This design comes from an exercise in tuning for small area, a short achievable clock period and few clock cycles per item on the open sky130 flow, not from production work. Function was checked by simulation only, so behaviour that the tests miss may differ from the original. Power is estimated from default activity; no workload was simulated.

[run.sh]
#!/bin/bash
# synth_recipe.tcl (not shown) runs the flow's synth.tcl, then flattens the netlist and writes it again
# the make line also repeats each setting of config.mk as NAME=value (left out here)
make -C /OpenROAD-flow-scripts/flow DESIGN_CONFIG=/design/flow/config.mk WORK_HOME=/design/flow/orfs CLKGATE_MAP_FILE= SYNTH_SCRIPT=/design/flow/synth_recipe.tcl finish
[config.mk]
export PLATFORM = sky130hd
export DESIGN_NAME = mlp_top
export DESIGN_NICKNAME = mlp_top
export VERILOG_FILES = /design/flow/design.v
export SDC_FILE = /design/flow/constraint.sdc
export NUM_CORES = 4
export LEC_CHECK = 0
export CAP_MARGIN = 20
export CORE_MARGIN = 2
export CORE_UTILIZATION = 40
export SLEW_MARGIN = 20
[constraint.sdc]
create_clock -name core_clock -period 7.0 [get_ports {clk}]
set_input_delay 1.4000 -clock core_clock [delete_from_list [all_inputs] [get_ports {clk}]]
set_output_delay 1.4000 -clock core_clock [all_outputs]
set_load 0.01 [all_outputs]
[design.v]
module deserializer (
    input  wire       clk,
    input  wire       reset_n,
    input  wire       ser_in,
    input  wire       data_ready,
    input  wire       ld,
    input  wire [7:0] ld_data,
    output reg  [7:0] data_out,
    output reg        valid
);
    reg [2:0] bit_cnt;
    always @(posedge clk or negedge reset_n) begin
        if (!reset_n) begin
            bit_cnt <= 3'd0;
            valid   <= 1'b0;
        end else begin
            valid <= data_ready & (&bit_cnt);
            if (data_ready)
                bit_cnt <= bit_cnt + 3'd1;
        end
    end
    always @(posedge clk) begin
        if (ld)
            data_out <= ld_data;
        else if (data_ready)
            data_out <= {data_out[6:0], ser_in};
    end
endmodule
module controller (
    input  wire        clk,
    input  wire        reset_n,
    input  wire [1:0]  mode,
    input  wire [7:0]  sr,
    input  wire        sr_valid,
    output wire        sr_ld,
    output wire [7:0]  sr_ld_data,
    output wire [18:0] w_addr,
    output wire        w_we,
    output wire [7:0]  w_wdata,
    input  wire [7:0]  w_rdata,
    output wire [9:0]  n_addr,
    output wire        n_we,
    output wire [7:0]  n_wdata,
    input  wire [7:0]  n_rdata,
    output wire [9:0]  b_addr,
    output wire        b_we,
    output wire [7:0]  b_wdata,
    input  wire [7:0]  b_rdata,
    output wire [9:0]  p1_addr,
    output wire        p1_we,
    output wire [7:0]  p1_wdata,
    input  wire [7:0]  p1_rdata,
    output wire [9:0]  p2_addr,
    output wire        p2_we,
    output wire [7:0]  p2_wdata,
    input  wire [7:0]  p2_rdata,
    output reg  [3:0]  result_data,
    output reg         result_valid,
    output reg  [7:0]  result_score
);
    reg [1:0]  mq;
    reg [8:0]  X;
    reg [9:0]  Y;
    reg        L2, L3;
    reg        run, busy;
    reg        f1, f2, f3;
    reg        lp1, lp2, lp3, lp4, lp5;
    reg [7:0]  wq, xq, bq;
    reg [15:0] pq, acc;
    wire L1  = ~L2 & ~L3;
    wire ldw = (mq == 2'b01);
    wire ldb = (mq == 2'b10);
    wire inf = (mq == 2'b11);
    wire stepW = sr_valid & ldw;
    wire stepB = sr_valid & ldb;
    wire stepR = sr_valid & inf & ~busy;
    wire step  = stepW | stepB | run;
    wire y_end    = L2 ? (Y == 10'd933) : L1 ? (Y == 10'd783) : (Y == 10'd934);
    wire x_end    = L2 ? (X == 9'd300)  : L1 ? (X == 9'd299)  : (X == 9'd312);
    wire in_last  = L2 ? x_end : y_end;
    wire out_last = L2 ? y_end : x_end;
    wire in_first = L2 ? (X == 9'd1) : L1 ? (Y == 10'd0) : (Y == 10'd785);
    wire il       = stepB | in_last;
    wire drain_done = busy & ~run & lp5;
    wire newlayer = (step & il & out_last & ~run) | drain_done;
    assign w_addr   = {X, Y};
    assign n_addr   = Y;
    assign p1_addr  = {1'b0, X};
    assign b_addr   = {1'b0, X} ^ Y;
    assign p2_addr  = Y;
    assign w_wdata  = sr;
    assign n_wdata  = sr;
    assign b_wdata  = sr;
    assign p1_wdata = sr;
    assign p2_wdata = sr;
    assign w_we     = stepW;
    assign b_we     = stepB;
    assign n_we     = stepR | (lp5 & L2);
    assign p1_we    = lp5 & L1;
    assign p2_we    = 1'b0;
    always @(posedge clk or negedge reset_n) begin
        if (!reset_n) begin
            mq   <= 2'b00;
            X    <= 9'd0;
            Y    <= 10'd0;
            L2   <= 1'b0;
            L3   <= 1'b0;
            run  <= 1'b0;
            busy <= 1'b0;
        end else begin
            mq <= mode;
            if (newlayer) begin
                if (L1) begin
                    L2 <= 1'b1; X <= 9'd1; Y <= 10'd784;
                end else if (L2) begin
                    L2 <= 1'b0; L3 <= 1'b1; X <= 9'd303; Y <= 10'd785;
                end else begin
                    L3 <= 1'b0; X <= 9'd0; Y <= 10'd0; busy <= 1'b0;
                end
                run <= busy & ~L3;
            end else if (step) begin
                if (!il) begin
                    if (L2) X <= X + 9'd1;
                    else    Y <= Y + 10'd1;
                end else begin
                    if (L2) begin
                        X <= 9'd1;
                        Y <= Y + 10'd1;
                    end else begin
                        Y <= L1 ? 10'd0 : 10'd785;
                        X <= X + 9'd1;
                    end
                    if (out_last) run <= 1'b0;
                end
            end else if (stepR) begin
                if (y_end) begin
                    Y <= 10'd0; run <= 1'b1; busy <= 1'b1;
                end else begin
                    Y <= Y + 10'd1;
                end
            end
        end
    end
    always @(posedge clk or negedge reset_n) begin
        if (!reset_n) begin
            lp1 <= 1'b0; lp2 <= 1'b0; lp3 <= 1'b0; lp4 <= 1'b0; lp5 <= 1'b0;
            result_valid <= 1'b0;
        end else begin
            lp1 <= run & in_last;
            lp2 <= lp1; lp3 <= lp2; lp4 <= lp3; lp5 <= lp4;
            result_valid <= drain_done & L3;
        end
    end
    always @(posedge clk) begin
        f1 <= run & in_first;
        f2 <= f1;
        f3 <= f2;
        wq <= w_rdata;
        xq <= L2 ? p1_rdata : n_rdata;
        if (f1) bq <= b_rdata;
        pq  <= wq * xq;
        acc <= (f3 ? {8'd0, bq} : acc) + pq;
    end
    wire signed [7:0] h = acc[15:8];
    reg  [7:0] sig;
    always @(*) begin
        if (h < -8'sd24)
            sig = 8'd0;
        else if (h < -8'sd12)
            sig = h + 8'd34;
        else if (h < 8'sd12)
            sig = 8'd128 + {h[7], h[7:1]};
        else if (h < 8'sd24)
            sig = h + 8'd233;
        else
            sig = 8'd255;
    end
    assign sr_ld      = lp4;
    assign sr_ld_data = sig;
    wire first_out = (X[3:0] == 4'd0);
    always @(posedge clk) begin
        if (lp5 & L3 & (first_out | (sr > result_score))) begin
            result_score <= sr;
            result_data  <= first_out ? 4'hF : X[3:0];
        end
    end
endmodule
module mlp_top (
    input  wire        clk,
    input  wire        reset_n,
    input  wire        ser_data,
    input  wire        data_ready,
    input  wire [1:0]  mode,
    output wire [18:0] w_addr,
    output wire        w_we,
    output wire [7:0]  w_wdata,
    input  wire [7:0]  w_rdata,
    output wire [9:0]  n_addr,
    output wire        n_we,
    output wire [7:0]  n_wdata,
    input  wire [7:0]  n_rdata,
    output wire [9:0]  b_addr,
    output wire        b_we,
    output wire [7:0]  b_wdata,
    input  wire [7:0]  b_rdata,
    output wire [9:0]  p1_addr,
    output wire        p1_we,
    output wire [7:0]  p1_wdata,
    input  wire [7:0]  p1_rdata,
    output wire [9:0]  p2_addr,
    output wire        p2_we,
    output wire [7:0]  p2_wdata,
    input  wire [7:0]  p2_rdata,
    output wire [3:0]  result_data,
    output wire        result_valid,
    output wire [7:0]  result_score
);
    wire [7:0] sr;
    wire       sr_valid;
    wire       sr_ld;
    wire [7:0] sr_ld_data;
    deserializer u_des (
        .clk(clk),
        .reset_n(reset_n),
        .ser_in(ser_data),
        .data_ready(data_ready),
        .ld(sr_ld),
        .ld_data(sr_ld_data),
        .data_out(sr),
        .valid(sr_valid)
    );
    controller mlp (
        .clk(clk),
        .reset_n(reset_n),
        .mode(mode),
        .sr(sr),
        .sr_valid(sr_valid),
        .sr_ld(sr_ld),
        .sr_ld_data(sr_ld_data),
        .w_addr(w_addr), .w_we(w_we), .w_wdata(w_wdata), .w_rdata(w_rdata),
        .n_addr(n_addr), .n_we(n_we), .n_wdata(n_wdata), .n_rdata(n_rdata),
        .b_addr(b_addr), .b_we(b_we), .b_wdata(b_wdata), .b_rdata(b_rdata),
        .p1_addr(p1_addr), .p1_we(p1_we), .p1_wdata(p1_wdata), .p1_rdata(p1_rdata),
        .p2_addr(p2_addr), .p2_we(p2_we), .p2_wdata(p2_wdata), .p2_rdata(p2_rdata),
        .result_data(result_data),
        .result_valid(result_valid),
        .result_score(result_score)
    );
endmodule
==> summary.txt, run 1 <==
- Required @ worst endpoint: 7.33 ns
- Fin crit share: approximately two thirds
- Timing-limited maximum frequency: 218.2 MHz
- # rows: 52
- Setup tns final: 0 ns
- Actual slew at the worst max-slew pin: 0.9489 ns
- Global-route met2 utilization: 25.69%
- Status: finished clean
- Met3 Track Usage GR: 3.272%
- Total power density per cell area: 356.7 nW/um2
- Routability congestion estimate: 0.8752
- Synthesis-to-finish area growth: 22.65%
- Total routing usage reported by global routing: between 15 and 20%
- Setup bufs post-CTS: 0
- Die span in x: between 100 and 150 um
- HPWL after detailed placement: 12,940 um
- Vias/cell: around 5
- Clock Latency Late Sink: 0.41 ns
- Count of warnings emitted by yosys: 2
- Wire per inst: roughly 14 um
- Most congested layer reported by global routing: met2
- Post-Place Worst Slack: around 2.4 ns
- Grt ovf: 0
- Max Clock Skew: between 0.005 and 0.006 ns
- Die extent in y: 148.0 um
- Area of the placeable core: 20,300 um2
- Number of detailed-routing iterations run before antenna repair: 5
- First-pass GRT wire length: 28,760 um
- Cell type with the highest aggregate area in the netlist: dfxtp_1
- Top post-synthesis cells by area: dfxtp_1, dfrtp_1, ha_1
- Library cell used as clock root buffer: clkbuf_16
- RSZ-0062 raised after global routing: no
- Final Slew Violations: 0
- Count of instances resized after the clock tree is built: 0
- Top library cells by usage in the layout, fill and taps aside: clkdlybuf4s50_1, inv_1, ha_1, and2_1, nand2_1
- Max-Slew Margin vs Limit: 36.05%
- Mean instance size in the synthesized netlist: between 9 and 10 um2
- H-tree depth: 4
- Yosys cell types: 70
- Maximum number of pins on one net before global-route repair: 36
- Arrival time at the worst endpoint: 4.92 ns
- Global routing met1 resource utilization: 21.69%
- Hold bufs inserted after CTS: 0
- Worst-case clock buffer depth: 2
- Count of final hold-check violations: 0
- TritonCTS clock tree: built
- Post-synthesis cell area: 8293 um2
- Vias in the first global route: 5,858
- Number of antenna-violating nets in the routed design: 0
- Antenna diode count: 0
- FF+latch count, synth: 114
- I/O pin count: between 150 and 200
- # setup viols final: 0
- Part of the Yosys area used for sequential elements: 33.01%
- Dominant register cell in the synthesized netlist: dfxtp_1
- Post-synthesis cell count: 863
- Maximum fanout encountered on the critical timing path: 8
- Port-buffer cells: 152
- Critical path startpoint category: register
- Layout cells sized above 1: 6.432%
- Number of DRC violations after detailed routing: 0
- CTS sink cnt: 114
- PnR Total Power: 3628 uW
- Share of async-settable or async-resettable flops after synthesis: between 30% and 40%
- Most frequent standard cell in the layout excluding fill and tap cells: clkdlybuf4s50_1
- Final Routed Wirelength: 17,090 um
- WS Path Type: reg2reg
- Clock period minus worst slack: 4.583 ns
- Starting DRC count in detailed routing: 269
- Post-route setup slack: 2.417 ns
- Reg clk slew, reported paths: around 0.050 ns
- Nets: between 1,000 and 1,500
- Reported max-cap violation count: 0
- Post-synth EDFFs: 28
- Static power due to leakage: 0.004343 uW
- Overall via count from detail_route: about 6,200
- Initial antenna violation count: 0
- CP Capture Type: register
- Effective utilization at floorplan: 40.85%
- Maximum vdd ir drop: about 0.25 mV
- Class of the worst hold path: reg2reg
- Synth top area share: 12.31%
- Overall die area: 21,900 um2
- Cts bufs inserted: 17
==> critical path, stage by stage, from the launching register on <==
cell,delay (ns)
dfxtp_1,0.47
nand2_1,0.12
fa_1,0.52
fa_1,0.54
inv_1,0.05
fa_1,0.53
inv_1,0.06
fa_1,0.53
inv_1,0.04
ha_1,0.33
a21boi_0,0.18
o41a_1,0.38
a41o_1,0.28
o41ai_1,0.30
xnor2_1,0.16
==> flip-flops by register name (all words and copies together) (netlist names), 2 cells and up <==
| register | count |
|---|---|
| mlp.bq | 8 |
| u_des.data_out | 8 |
| mlp.acc | 16 |
| mlp.Y | 10 |
| mlp.X | 9 |
| mlp.result_data | 4 |
| mlp.mq | 2 |
| mlp.xq | 8 |
| mlp.pq | 16 |
| u_des.bit_cnt | 3 |
| mlp.wq | 8 |
| mlp.result_score | 8 |
==> stage by stage <==
stage	util, %	cell area (um2)	cells	hold slack, ns
floorplan	-	8297	864	0.3096
global placement	47.33	9608	1202	0.3104
detailed placement	47.33	9608	1202	0.3138
CTS	50.09	10170	1234	0.3255
global route	50.10	10170	1234	0.3419
finish	50.10	10170	1234	0.3231
==> final cells by class <==
type                       count  area (um2)
sequential                   114        2738
fill                        1903       10130
tap                          270       337.8
clock inverter                 9       80.08
clock buffer                  23       479.2
multi-input combinational    586        4703
timing repair buffer         155        1544
inverter                      77       289.0
==> where the power goes <==
group | internal [uW] | switching, uW
sequential | 842 | 225
combinational | 895 | 852
clock | 516 | 298
==> synth_stat cells, types with 6 or more instances <==
master and count:
a31oi_1 8, a21oi_1 26, xnor2_1 19, o211ai_1 10, inv_1 77, dfrtp_1 35
nand2b_1 9, nor3_1 14, nor2b_1 18, ha_1 69, o2bb2ai_1 6, buf_4 64
and2_1 59, nand2_1 55, nand3_1 22, o21ai_0 29, and3_1 7, edfxtp_1 28
clkbuf_1 19, xor2_1 20, mux2_2 18, a21o_1 13, o21a_1 12, nor2_1 44
dfxtp_1 51, fa_1 37
==> cells by family (layout without fill, tap and decap cells) <==
logic type      after synthesis  count (layout)  share of synthesized area, %
other cells                   1               2                       0.04522
simple gates                260             260                         16.75
xor+xnor                     39              39                         4.119
fa+ha+maj                   106             106                         19.34
buf+inv                     164             264                         10.37
compound gates              156             156                         13.32
mux                          23              23                         3.048
flops                       114             114                         33.01
==> routing by layer <==
metal  routed length (um)  vias up
li1                     -     3095
met1                 7990     2922
met2                 8035      170
met3                  846       17
met4                  218        0
met5                    0        -
==> final timing paths <==
kind | startpoint | end | slack [ns] | cells after the start
worst max register to register | mlp.xq[7] | mlp.pq[15] | 2.42 | 14
worst max-delay path | mlp.xq[7] | mlp.pq[15] | 2.42 | 14
worst min register to register | mlp.f2 | mlp.f3 | 0.32 | 0
worst min-delay path | mlp.f2 | mlp.f3 | 0.32 | 0
max in group asynchronous | reset_n | mlp.Y[0] | 5.26 | 2
min in group asynchronous | reset_n | mlp.X[6] | 1.41 | 2
Testbench counts, summed over its fixed seeds: cycles 2,303,904, images 8.
==> inputs of run 2 (changes only) <==
--- a/design.v
+++ b/design.v
@@ -68,3 +68,5 @@
     reg [7:0]  wq, xq, bq;
-    reg [15:0] pq, acc;
+    reg [15:0] ps, pc, acc;
+    wire [15:0] ms, mc;
+    mul8_cs u_mul (.a(wq), .b(xq), .d(bq), .s(ms), .c(mc));
     wire L1  = ~L2 & ~L3;
@@ -159,5 +161,6 @@
         xq <= L2 ? p1_rdata : n_rdata;
-        if (f1) bq <= b_rdata;
-        pq  <= wq * xq;
-        acc <= (f3 ? {8'd0, bq} : acc) + pq;
+        bq <= b_rdata & {8{f1}};
+        ps  <= ms;
+        pc  <= mc;
+        acc <= (acc & {16{~f3}}) + ps + pc;
     end
@@ -187,2 +190,176 @@
 endmodule
+module mul8_cs (
+    input  wire [7:0]  a,
+    input  wire [7:0]  b,
+    input  wire [7:0]  d,
+    output wire [15:0] s,
+    output wire [15:0] c
+);
+    wire [63:0] pp;
+    wire t1, t2, t3, t4, t5, t6, t7, t8, t9, t10, t11, t12, t13, t14, t15, t16, t17, t18, t19, t20, t21, t22, t23, t24, t25, t26, t27, t28, t29, t30, t31, t32, t33, t34, t35, t36, t37, t38, t39, t40, t41, t42, t43, t44, t45, t46, t47, t48, t49, t50, t51, t52, t53, t54, t55, t56, t57, t58, t59, t60, t61, t62, t63, t64, t65, t66, t67, t68, t69, t70, t71, t72, t73, t74, t75, t76, t77, t78, t79, t80, t81, t82, t83, t84, t85, t86, t87, t88, t89, t90, t91, t92, t93, t94, t95, t96, t97, t98;
+    assign pp[0] = a[0] & b[0];
+    assign pp[1] = a[1] & b[0];
+    assign pp[2] = a[2] & b[0];
+    assign pp[3] = a[3] & b[0];
+    assign pp[4] = a[4] & b[0];
+    assign pp[5] = a[5] & b[0];
+    assign pp[6] = a[6] & b[0];
+    assign pp[7] = a[7] & b[0];
+    assign pp[8] = a[0] & b[1];
+    assign pp[9] = a[1] & b[1];
+    assign pp[10] = a[2] & b[1];
+    assign pp[11] = a[3] & b[1];
+    assign pp[12] = a[4] & b[1];
+    assign pp[13] = a[5] & b[1];
+    assign pp[14] = a[6] & b[1];
+    assign pp[15] = a[7] & b[1];
+    assign pp[16] = a[0] & b[2];
+    assign pp[17] = a[1] & b[2];
+    assign pp[18] = a[2] & b[2];
+    assign pp[19] = a[3] & b[2];
+    assign pp[20] = a[4] & b[2];
+    assign pp[21] = a[5] & b[2];
+    assign pp[22] = a[6] & b[2];
+    assign pp[23] = a[7] & b[2];
+    assign pp[24] = a[0] & b[3];
+    assign pp[25] = a[1] & b[3];
+    assign pp[26] = a[2] & b[3];
+    assign pp[27] = a[3] & b[3];
+    assign pp[28] = a[4] & b[3];
+    assign pp[29] = a[5] & b[3];
+    assign pp[30] = a[6] & b[3];
+    assign pp[31] = a[7] & b[3];
+    assign pp[32] = a[0] & b[4];
+    assign pp[33] = a[1] & b[4];
+    assign pp[34] = a[2] & b[4];
+    assign pp[35] = a[3] & b[4];
+    assign pp[36] = a[4] & b[4];
+    assign pp[37] = a[5] & b[4];
+    assign pp[38] = a[6] & b[4];
+    assign pp[39] = a[7] & b[4];
+    assign pp[40] = a[0] & b[5];
+    assign pp[41] = a[1] & b[5];
+    assign pp[42] = a[2] & b[5];
+    assign pp[43] = a[3] & b[5];
+    assign pp[44] = a[4] & b[5];
+    assign pp[45] = a[5] & b[5];
+    assign pp[46] = a[6] & b[5];
+    assign pp[47] = a[7] & b[5];
+    assign pp[48] = a[0] & b[6];
+    assign pp[49] = a[1] & b[6];
+    assign pp[50] = a[2] & b[6];
+    assign pp[51] = a[3] & b[6];
+    assign pp[52] = a[4] & b[6];
+    assign pp[53] = a[5] & b[6];
+    assign pp[54] = a[6] & b[6];
+    assign pp[55] = a[7] & b[6];
+    assign pp[56] = a[0] & b[7];
+    assign pp[57] = a[1] & b[7];
+    assign pp[58] = a[2] & b[7];
+    assign pp[59] = a[3] & b[7];
+    assign pp[60] = a[4] & b[7];
+    assign pp[61] = a[5] & b[7];
+    assign pp[62] = a[6] & b[7];
+    assign pp[63] = a[7] & b[7];
+    assign t1 = pp[5] ^ pp[12];
+    assign t2 = pp[5] & pp[12];
+    assign t3 = pp[6] ^ pp[13] ^ pp[20];
+    assign t4 = (pp[6] & pp[13]) | (pp[20] & (pp[6] ^ pp[13]));
+    assign t5 = pp[27] ^ pp[34];
+    assign t6 = pp[27] & pp[34];
+    assign t7 = pp[7] ^ pp[14] ^ pp[21];
+    assign t8 = (pp[7] & pp[14]) | (pp[21] & (pp[7] ^ pp[14]));
+    assign t9 = pp[28] ^ pp[35] ^ pp[42];
+    assign t10 = (pp[28] & pp[35]) | (pp[42] & (pp[28] ^ pp[35]));
+    assign t11 = pp[49] ^ pp[56];
+    assign t12 = pp[49] & pp[56];
+    assign t13 = pp[15] ^ pp[22] ^ pp[29];
+    assign t14 = (pp[15] & pp[22]) | (pp[29] & (pp[15] ^ pp[22]));
+    assign t15 = pp[36] ^ pp[43] ^ pp[50];
+    assign t16 = (pp[36] & pp[43]) | (pp[50] & (pp[36] ^ pp[43]));
+    assign t17 = pp[23] ^ pp[30] ^ pp[37];
+    assign t18 = (pp[23] & pp[30]) | (pp[37] & (pp[23] ^ pp[30]));
+    assign t19 = pp[3] ^ pp[10];
+    assign t20 = pp[3] & pp[10];
+    assign t21 = pp[4] ^ pp[11] ^ pp[18];
+    assign t22 = (pp[4] & pp[11]) | (pp[18] & (pp[4] ^ pp[11]));
+    assign t23 = pp[25] ^ pp[32];
+    assign t24 = pp[25] & pp[32];
+    assign t25 = t1 ^ pp[19] ^ pp[26];
+    assign t26 = (t1 & pp[19]) | (pp[26] & (t1 ^ pp[19]));
+    assign t27 = pp[33] ^ pp[40] ^ d[5];
+    assign t28 = (pp[33] & pp[40]) | (d[5] & (pp[33] ^ pp[40]));
+    assign t29 = t3 ^ t5 ^ pp[41];
+    assign t30 = (t3 & t5) | (pp[41] & (t3 ^ t5));
+    assign t31 = pp[48] ^ d[6] ^ t2;
+    assign t32 = (pp[48] & d[6]) | (t2 & (pp[48] ^ d[6]));
+    assign t33 = t7 ^ t9 ^ t11;
+    assign t34 = (t7 & t9) | (t11 & (t7 ^ t9));
+    assign t35 = d[7] ^ t4 ^ t6;
+    assign t36 = (d[7] & t4) | (t6 & (d[7] ^ t4));
+    assign t37 = t13 ^ t15 ^ pp[57];
+    assign t38 = (t13 & t15) | (pp[57] & (t13 ^ t15));
+    assign t39 = t8 ^ t10 ^ t12;
+    assign t40 = (t8 & t10) | (t12 & (t8 ^ t10));
+    assign t41 = t17 ^ pp[44] ^ pp[51];
+    assign t42 = (t17 & pp[44]) | (pp[51] & (t17 ^ pp[44]));
+    assign t43 = pp[58] ^ t14 ^ t16;
+    assign t44 = (pp[58] & t14) | (t16 & (pp[58] ^ t14));
+    assign t45 = pp[31] ^ pp[38] ^ pp[45];
+    assign t46 = (pp[31] & pp[38]) | (pp[45] & (pp[31] ^ pp[38]));
+    assign t47 = pp[52] ^ pp[59] ^ t18;
+    assign t48 = (pp[52] & pp[59]) | (t18 & (pp[52] ^ pp[59]));
+    assign t49 = pp[39] ^ pp[46] ^ pp[53];
+    assign t50 = (pp[39] & pp[46]) | (pp[53] & (pp[39] ^ pp[46]));
+    assign t51 = pp[2] ^ pp[9];
+    assign t52 = pp[2] & pp[9];
+    assign t53 = t19 ^ pp[17] ^ pp[24];
+    assign t54 = (t19 & pp[17]) | (pp[24] & (t19 ^ pp[17]));
+    assign t55 = t21 ^ t23 ^ d[4];
+    assign t56 = (t21 & t23) | (d[4] & (t21 ^ t23));
+    assign t57 = t25 ^ t27 ^ t22;
+    assign t58 = (t25 & t27) | (t22 & (t25 ^ t27));
+    assign t59 = t29 ^ t31 ^ t26;
+    assign t60 = (t29 & t31) | (t26 & (t29 ^ t31));
+    assign t61 = t33 ^ t35 ^ t30;
+    assign t62 = (t33 & t35) | (t30 & (t33 ^ t35));
+    assign t63 = t37 ^ t39 ^ t34;
+    assign t64 = (t37 & t39) | (t34 & (t37 ^ t39));
+    assign t65 = t41 ^ t43 ^ t38;
+    assign t66 = (t41 & t43) | (t38 & (t41 ^ t43));
+    assign t67 = t45 ^ t47 ^ t42;
+    assign t68 = (t45 & t47) | (t42 & (t45 ^ t47));
+    assign t69 = t49 ^ pp[60] ^ t46;
+    assign t70 = (t49 & pp[60]) | (t46 & (t49 ^ pp[60]));
+    assign t71 = pp[47] ^ pp[54] ^ pp[61];
+    assign t72 = (pp[47] & pp[54]) | (pp[61] & (pp[47] ^ pp[54]));
+    assign t73 = pp[1] ^ pp[8];
+    assign t74 = pp[1] & pp[8];
+    assign t75 = t51 ^ pp[16] ^ d[2];
+    assign t76 = (t51 & pp[16]) | (d[2] & (t51 ^ pp[16]));
+    assign t77 = t53 ^ d[3] ^ t52;
+    assign t78 = (t53 & d[3]) | (t52 & (t53 ^ d[3]));
+    assign t79 = t55 ^ t20 ^ t54;
+    assign t80 = (t55 & t20) | (t54 & (t55 ^ t20));
+    assign t81 = t57 ^ t24 ^ t56;
+    assign t82 = (t57 & t24) | (t56 & (t57 ^ t24));
+    assign t83 = t59 ^ t28 ^ t58;
+    assign t84 = (t59 & t28) | (t58 & (t59 ^ t28));
+    assign t85 = t61 ^ t32 ^ t60;
+    assign t86 = (t61 & t32) | (t60 & (t61 ^ t32));
+    assign t87 = t63 ^ t36 ^ t62;
+    assign t88 = (t63 & t36) | (t62 & (t63 ^ t36));
+    assign t89 = t65 ^ t40 ^ t64;
+    assign t90 = (t65 & t40) | (t64 & (t65 ^ t40));
+    assign t91 = t67 ^ t44 ^ t66;
+    assign t92 = (t67 & t44) | (t66 & (t67 ^ t44));
+    assign t93 = t69 ^ t48 ^ t68;
+    assign t94 = (t69 & t48) | (t68 & (t69 ^ t48));
+    assign t95 = t71 ^ t50 ^ t70;
+    assign t96 = (t71 & t50) | (t70 & (t71 ^ t50));
+    assign t97 = pp[55] ^ pp[62] ^ t72;
+    assign t98 = (pp[55] & pp[62]) | (t72 & (pp[55] ^ pp[62]));
+    assign s = {1'b0, pp[63], t97, t95, t93, t91, t89, t87, t85, t83, t81, t79, t77, t75, t73, pp[0]};
+    assign c = {1'b0, t98, t96, t94, t92, t90, t88, t86, t84, t82, t80, t78, t76, t74, d[1], d[0]};
+endmodule
 module mlp_top (
--- a/config.mk
+++ b/config.mk
@@ -10,2 +10,3 @@
 export CORE_UTILIZATION = 40
+export SETUP_SLACK_MARGIN = 4.4
 export SLEW_MARGIN = 20
==> summary.txt, run 2 <==
- Initial antenna violation count: 0 (unchanged)
- Cell type with the highest aggregate area in the netlist: dfxtp_1 (unchanged)
- H-tree depth: 4 (unchanged)
- Depth of the worst hold-timing path: 0 (unchanged)
- Starting DRC count in detailed routing: 505 (was 269)
- Die extent in y: 147.8 um (was 148.0 um)
- Overall via count from detail_route: 6,768 (was 6,204)
- Clock Latency Late Sink: 0.42 ns (was 0.41 ns)
- Final design utilization: 57.80% (was 50.10%)
- Worst reg-to-reg setup slack: 4.25 ns (was 2.42 ns)
- Actual slew at the worst max-slew pin: 0.9634 ns (was 0.9489 ns)
- Post-route setup slack: 4.236 ns (was 2.417 ns)
- Post-synthesis cell area: 8273 um2 (was 8293 um2)
- Top post-synthesis cells by area: dfxtp_1, fa_1, dfrtp_1 (was dfxtp_1, dfrtp_1, ha_1)
- Grt ovf: 0 (unchanged)
- Area of the placeable core: 20,230 um2 (was 20,300 um2)
- Arrival time at the worst endpoint: 1.36 ns (was 4.92 ns)
- TritonCTS clock tree: built (unchanged)
- Fin crit share: 39.49% (was 65.47%)
- Cell count after placement: 1,170 (was 1,202)
- I/O pin count: 163 (unchanged)
- CP Capture Type: output pin (was register)
- Nets: 1,205 (was 1,103)
- Overall die area: 21,850 um2 (was 21,900 um2)
- Layout cells sized above 1: 38.60% (was 6.432%)
- Top library cells by usage in the layout, fill and taps aside: buf_4, inv_1, nand2_1, dfxtp_1, buf_6 (was clkdlybuf4s50_1, inv_1, ha_1, and2_1, nand2_1)
- Reg2reg path depth: 7 (was 14)
- Effective utilization at floorplan: 40.89% (was 40.85%)
- Max Clock Skew: 0.009225 ns (was 0.005644 ns)
- Maximum vdd ir drop: 0.2322 mV (was 0.2472 mV)
- Maximum number of pins on one net before global-route repair: 36 (unchanged)
- Count of warnings emitted by yosys: 2 (unchanged)
- Number of non-filler instances in the completed layout: 1,345 (was 1,234)
- Number of antenna-violating nets in the routed design: 0 (unchanged)
- Total routing usage reported by global routing: 19.12% (was 16.06%)
- Port-buffer cells: 152 (unchanged)
- Static power due to leakage: 0.005374 uW (was 0.004343 uW)
- Largest register FFs: 16
- Number of DRC violations after detailed routing: 0 (unchanged)
- Post-synthesis cell count: 840 (was 863)
- CTS sink cnt: 128 (was 114)
- # setup viols final: 0 (unchanged)
- Count of final hold-check violations: 0 (unchanged)
- Largest registers: mlp.acc x16, mlp.pc x15, mlp.ps x15 (was mlp.acc x16, mlp.pq x16, mlp.Y x10)
- Register bank with the most flops: mlp.acc
- Mean instance size in the synthesized netlist: 9.849 um2 (was 9.609 um2)
- Most frequent standard cell in the layout excluding fill and tap cells: buf_4 (was clkdlybuf4s50_1)
- Cts bufs inserted: 17 (unchanged)
- Vias/cell: 5.032 (was 5.028)
- RSZ-0062 raised after global routing: yes (was no)
- Share of async-settable or async-resettable flops after synthesis: 27.34% (was 30.70%)
- Class of the worst hold path: reg2reg (unchanged)
- Synthesis-to-finish area growth: 41.38% (was 22.65%)
- # rows: 52 (unchanged)
- Hold worst-path end: mlp.f3 (unchanged)
- Reported max-cap violation count: 0 (unchanged)
- Worst-case clock buffer depth: 2 (unchanged)
- Timing-limited maximum frequency: 361.7 MHz (was 218.2 MHz)
- Antenna diode count: 0 (unchanged)
- Die span in x: 147.8 um (was 148.0 um)
- Status: finished clean (unchanged)
- Post-synth EDFFs: 20 (was 28)
- Yosys cell types: 66 (was 70)
- Final Routed Wirelength: 21,310 um (was 17,090 um)
- FF+latch count, synth: 128 (was 114)
- First-pass GRT wire length: 33,410 um (was 28,760 um)
- Vias in the first global route: 6,633 (was 5,858)
- Final Slew Violations: 0 (unchanged)
- Setup tns final: 0 ns (unchanged)
- WS Path Type: reg2out (was reg2reg)
- Max-Slew Margin vs Limit: 35.77% (was 36.05%)
- Part of the Yosys area used for sequential elements: 35.51% (was 33.01%)
- Critical path startpoint category: register (unchanged)
- Routability congestion estimate: 0.8678 (was 0.8752)
- Required @ worst endpoint: 5.60 ns (was 7.33 ns)
- Synth cell count leaders: inv_1, dfxtp_1, buf_4, nand2_1 (was inv_1, ha_1, buf_4, and2_1, nand2_1)
- HPWL after detailed placement: 13,100 um (was 12,940 um)
- Maximum fanout encountered on the critical timing path: 3 (was 8)
- Number of detailed-routing iterations run before antenna repair: 6 (was 5)
- Hold bufs inserted after CTS: 0 (unchanged)
- Clock period minus worst slack: 2.764 ns (was 4.583 ns)
- Synth top area share: 17.66% (was 12.31%)
- Post-Place Worst Slack: 3.708 ns (was 2.424 ns)
- Launch point of the worst hold path: mlp.f2 (unchanged)
- Total power density per cell area: 326.9 nW/um2 (was 356.7 nW/um2)
- R2r startpoint: mlp.xq[2] (was mlp.xq[7])
- Fill cell total of the finished layout: 1,714 (was 1,903)
- Most used standard cell by instance count after synthesis: inv_1 (unchanged)
- Library cell used as clock root buffer: clkbuf_16 (unchanged)
- Endpoint of the worst register-to-register path: mlp.ps[9] (was mlp.pq[15])
- Wire per inst: 15.84 um (was 13.85 um)
- Dominant register cell in the synthesized netlist: dfxtp_1 (unchanged)
- Reg clk slew, reported paths: 0.06 ns (was 0.05 ns)
run 2: cell count changes in the layout (fill, tap and decap cells not counted), moves of 14 or more:
cell             change
ha_1                -38
buf_6               +54
clkbuf_2            +16
nor2_1              -14
dfrtp_1             -23
clkdlybuf4s50_1    -116
dfrtp_2             +22
buf_2               +47
buf_4               +98
dlygate4sd2_1       +28
run 2: metrics by stage:
stage	area (um2)	hold WS (ns)	total power, uW
CTS	11080	0.3251	3713
global placement	9557	0.3097	2558
detailed placement	9560	0.3142	2583
floorplan	8339	0.3095	2239
finish	11700	0.3228	3824
global route	11700	0.3301	4118
run 2: worst max-delay path, cell delays in order (launching register included):
cell and delay [ns]:
dfrtp_2 0.43, buf_6 0.12, buf_6 0.12, xor2_1 0.13, buf_2 0.15
run 2: cell families (layout without fill, tap and decap cells):
logic type | count (synthesis) | in the layout | share of synthesized area [%]
and+or+nand+nor | 261 | 261 | 16.89
buffers and inverters | 170 | 403 | 11.07
AOI/OAI and AO/OA | 133 | 134 | 10.81
DFF | 128 | 128 | 35.51
adders and majority gates | 97 | 97 | 19.93
xor gates and xnor gates | 34 | 34 | 3.600
muxes | 16 | 16 | 2.132
other | 1 | 2 | 0.04533
run 2: repair_timing:
item,in CTS,in global routing
gates resized for setup,419,142
setup buffers,107,35
endpoints found under the setup margin,154,98
pin swaps,39,48
cloned,1,0
run 2: how the worst max path moves through the flow:
| stage | slack (ns) | from | to |
|---|---|---|---|
| after global routing | 4.08 | mlp.f3 | mlp.acc[13] |
| after detailed placement | 3.71 | mlp.L2 | p1_we |
| after floorplan | 4.17 | mlp.f3 | mlp.acc[13] |
| after global placement | 3.69 | mlp.L2 | mlp.Y[4] |
| final | 4.24 | mlp.X[4] | b_addr[4] |
| after CTS | 4.21 | mlp.L2 | p1_we |
run 2: where the power goes:
| group | leakage, uW | switching [uW] | internal [uW] |
|---|---|---|---|
| Clock | 0.000304 | 347 | 581 |
| Sequential | 0.00123 | 123 | 898 |
| Combinational | 0.00384 | 916 | 959 |
| Total | 0.00537 | 1390 | 2440 |
run 2: per-layer routing:
layer  up-vias  share of wire, %  track usage [%]
met3        33               4.5            4.074
met5         -                 0                0
met1      3324                45            25.96
li1       3209                 -                -
met2       202                49            30.67
met4         0               1.7            6.143
run 2: cell type report:
cell class	count	area (um2)	share of cell area, %
multi-input combinational	544	4989	42.65
timing repair buffer	294	2432	20.80
inverter	77	296.5	2.535
clock buffer	21	496.7	4.247
sequential	128	3020	25.82
tap	270	337.8	2.888
clock inverter	11	123.9	1.059
Testbench counts of run 2, summed over its fixed seeds: cycles 2,303,904, images 8.
==> inputs of run 3 (changes only) <==
--- a/config.mk
+++ b/config.mk
@@ -7,2 +7,3 @@
 export LEC_CHECK = 0
+export ABC_CLOCK_PERIOD_IN_PS = 2600
 export CAP_MARGIN = 20
==> summary.txt, run 3 <==
- Status: finished clean (unchanged)
- Count of warnings emitted by yosys: 2 (unchanged)
- Global routing met1 resource utilization: 25.96% (unchanged)
- Final Routed Wirelength: 21,310 um (unchanged)
- Final Slew Violations: 0 (unchanged)
- Fin crit share: 39.49% (unchanged)
- Number of antenna-violating nets in the routed design: 0 (unchanged)
- Most used standard cell by instance count after synthesis: inv_1 (unchanged)
- Wire per inst: 15.84 um (unchanged)
- Clock period minus worst slack: 2.764 ns (unchanged)
- Die span in x: 147.8 um (unchanged)
- Setup tns final: 0 ns (unchanged)
- Part of the Yosys area used for sequential elements: 35.51% (unchanged)
- Yosys cell types: 66 (unchanged)
- Post-synthesis cell area: 8273 um2 (unchanged)
- Mean instance size in the synthesized netlist: 9.849 um2 (unchanged)
- # rows: 52 (unchanged)
- Number of detailed-routing iterations run before antenna repair: 6 (unchanged)
- Number of DRC violations after detailed routing: 0 (unchanged)
- CP Capture Type: output pin (unchanged)
- # setup viols final: 0 (unchanged)
- TritonCTS clock tree: built (unchanged)
- HPWL after detailed placement: 13,100 um (unchanged)
- Starting DRC count in detailed routing: 505 (unchanged)
- Port-buffer cells: 152 (unchanged)
- Maximum vdd ir drop: 0.2322 mV (unchanged)
- Total routing usage reported by global routing: 19.12% (unchanged)
- RSZ-0062 raised after global routing: yes (unchanged)
- Register area: 3020 um2 (unchanged)
- Timing-limited maximum frequency: 361.7 MHz (unchanged)
- I/O pin count: 163 (unchanged)
- Total power density per cell area: 326.9 nW/um2 (unchanged)
- Maximum number of pins on one net before global-route repair: 36 (unchanged)
- Grt ovf: 0 (unchanged)
- Overall via count from detail_route: 6,768 (unchanged)
- Nets: 1,205 (unchanged)
- Clock Latency Late Sink: 0.42 ns (about the same)
- Largest register FFs: 16 (unchanged)
- Most frequent standard cell in the layout excluding fill and tap cells: buf_4 (unchanged)
- H-tree depth: 4 (unchanged)
- Worst-case clock buffer depth: 2 (unchanged)
- Actual slew at the worst max-slew pin: 0.9634 ns (unchanged)
- Effective utilization at floorplan: 40.89% (unchanged)
- Fill cell total of the finished layout: 1,714 (unchanged)
- Top post-synthesis cells by area: dfxtp_1, fa_1, dfrtp_1 (unchanged)
- Reg clk slew, reported paths: 0.06 ns (about the same)
- Max-Slew Margin vs Limit: 35.77% (unchanged)
- CP Cell Sequence: buf_6 > buf_6 > xor2_1 > buf_2 (unchanged)
- Class of the worst hold path: reg2reg (unchanged)
- Count of final hold-check violations: 0 (unchanged)
- Layout cells sized above 1: 38.60% (unchanged)
- Post-synthesis cell count: 840 (unchanged)
- Die extent in y: 147.8 um (unchanged)
- Top library cells by usage in the layout, fill and taps aside: buf_4, inv_1, nand2_1, dfxtp_1, buf_6 (unchanged)
- Largest registers: mlp.acc x16, mlp.pc x15, mlp.ps x15 (unchanged)
- First-pass GRT wire length: 33,410 um (unchanged)
- Max Clock Skew: 0.009225 ns (unchanged)
- Placed Area: 9560 um2 (unchanged)
- Required @ worst endpoint: 5.60 ns (about the same)
- FF+latch count, synth: 128 (unchanged)
- Reported max-cap violation count: 0 (unchanged)
- Dominant register cell in the synthesized netlist: dfxtp_1 (unchanged)
- Static power due to leakage: 0.005374 uW (unchanged)
- Arrival time at the worst endpoint: 1.36 ns (about the same)
- Maximum fanout encountered on the critical timing path: 3 (unchanged)
- Initial antenna violation count: 0 (unchanged)
- Area of all placed cells without fillers: 11,700 um2 (unchanged)
- Synthesis-to-finish area growth: 41.38% (unchanged)
- Synth cell count leaders: inv_1, dfxtp_1, buf_4, nand2_1 (unchanged)
- Library cell used as clock root buffer: clkbuf_16 (unchanged)
- Cell type with the highest aggregate area in the netlist: dfxtp_1 (unchanged)
- Share of async-settable or async-resettable flops after synthesis: 27.34% (unchanged)
- Global-route met2 utilization: 30.67% (unchanged)
- CTS sink cnt: 128 (unchanged)
- Most congested layer reported by global routing: met2 (unchanged)
- Most numerous cell on the critical path: buf_6 (unchanged)
- Vias/cell: 5.032 (unchanged)
- Register bank with the most flops: mlp.acc (unchanged)
- Antenna diode count: 0 (unchanged)
- Met3 Track Usage GR: 4.074% (unchanged)
- Slowest cell on crit path: dfrtp_2 (unchanged)
- Post-synth EDFFs: 20 (unchanged)
- Cts bufs inserted: 17 (unchanged)
- Synth top area share: 17.66% (unchanged)
- Routability congestion estimate: 0.8678 (unchanged)
- Area of the placeable core: 20,230 um2 (unchanged)
- Critical path startpoint category: register (unchanged)
- Crit-path max cell delay: 0.43 ns (about the same)
- PnR Total Power: 3824 uW (unchanged)
- Combined area of the multi-input logic cells: 4989 um2 (unchanged)
- WS Path Type: reg2out (unchanged)
- Overall die area: 21,850 um2 (unchanged)
- Vias in the first global route: 6,633 (unchanged)
## run 3: final cells by class
cell class | instances | area share, %
Clock inverter | 11 | 1.059
Tap cell | 270 | 2.888
Inverter | 77 | 2.535
Sequential cell | 128 | 25.82
Clock buffer | 21 | 4.247
Timing Repair Buffer | 294 | 20.80
Multi-Input combinational cell | 544 | 42.65
## run 3: path summary, 6_finish.rpt
path / start / to / slack (ns) / depth (start not counted)
worst max-delay path: mlp.X[4] / b_addr[4] / 4.24 / 4
worst min-delay path: mlp.f2 / mlp.f3 / 0.32 / 0
worst max register to register: mlp.xq[2] / mlp.ps[9] / 4.25 / 7
worst min register to register: mlp.f2 / mlp.f3 / 0.32 / 0
max in group asynchronous: reset_n / mlp.L2 / 5.17 / 1
min in group asynchronous: reset_n / mlp.X[3] / 1.12 / 1
## run 3: cells by family (layout without fill, tap and decap cells)
| kind of cell | Yosys count | count (layout) | share of synthesized area [%] |
|---|---|---|---|
| xor+xnor | 34 | 34 | 3.600 |
| other cells | 1 | 2 | 0.04533 |
| simple gates | 261 | 261 | 16.89 |
| mux | 16 | 16 | 2.132 |
| fa+ha+maj | 97 | 97 | 19.93 |
| compound gates | 133 | 134 | 10.81 |
| flops | 128 | 128 | 35.51 |
| buf+inv | 170 | 403 | 11.07 |
## run 3: critical path: cells and delay by family, from the launching register on
family	cells	cell delay, ns
buffers and inverters	3	0.39
xor gates and xnor gates	1	0.13
DFF	1	0.43
## run 3: power breakdown
group / switching [uW] / internal, uW / total [uW]
sequential: 123 / 898 / 1020
clock: 347 / 581 / 928
combinational: 916 / 959 / 1880
total: 1390 / 2440 / 3820
## run 3: layer usage
layer	wire length (um)	up-vias	part of all wire (%)
li1	-	3209	-
met5	0	-	0
met1	9602	3324	45
met3	965	33	4.5
met2	10380	202	49
met4	361	0	1.7
## run 3: through the flow
step           utilization, %  hold WS (ns)  setup WS, ns  instances
6_report                57.80        0.3228         4.236       1345
5_1_grt                 57.80        0.3301         4.083       1345
4_1_cts                 54.77        0.3251         4.210       1310
3_5_place_dp            47.25        0.3142         3.708       1170
3_3_place_gp            47.23        0.3097         3.691       1170
2_1_floorplan               -        0.3095         4.173        841
## run 3: what timing repair did
item                                    CTS  global route
gates resized for setup                 419           142
pin swaps                                39            48
endpoints found under the setup margin  154            98
hold buffers                              0             0
gates cloned                              1             0
buffers inserted                        107            35

## what the ideal ports hide
How much do the figures lean on ideal ports? The routed layouts below were timed once more, with nothing changed but the port constraints.
Step 1 (the two cells are an assumption about what drives the block):
set clk [get_ports {clk}]
set_driving_cell -lib_cell sky130_fd_sc_hd__clkbuf_16 $clk
set_driving_cell -lib_cell sky130_fd_sc_hd__buf_2 [delete_from_list [all_inputs] $clk]
Step 2 also shifts input and output timing later by t, the mid clock arrival at the registers, as if the neighbouring blocks saw the same clock.
a / b / c = ideal ports / drivers / drivers and shift; a / b = the first two.
| run | t (ns) | setup WS [ns] | latest minus earliest clock arrival (ns) | worst slew at a driven data input, ns |
|---|---|---|---|---|
| run 1 | 0.450 | 2.417 / 2.417 / 2.417 | 0.007 / 0.006 | 0.04 |
| run 2 | 0.467 | 4.236 / 4.189 / 4.251 | 0.009 / 0.009 | 0.04 |
| run 3 | 0.467 | 4.236 / 4.189 / 4.251 | 0.009 / 0.009 | 0.04 |
After both steps setup and hold are still met in every run listed.
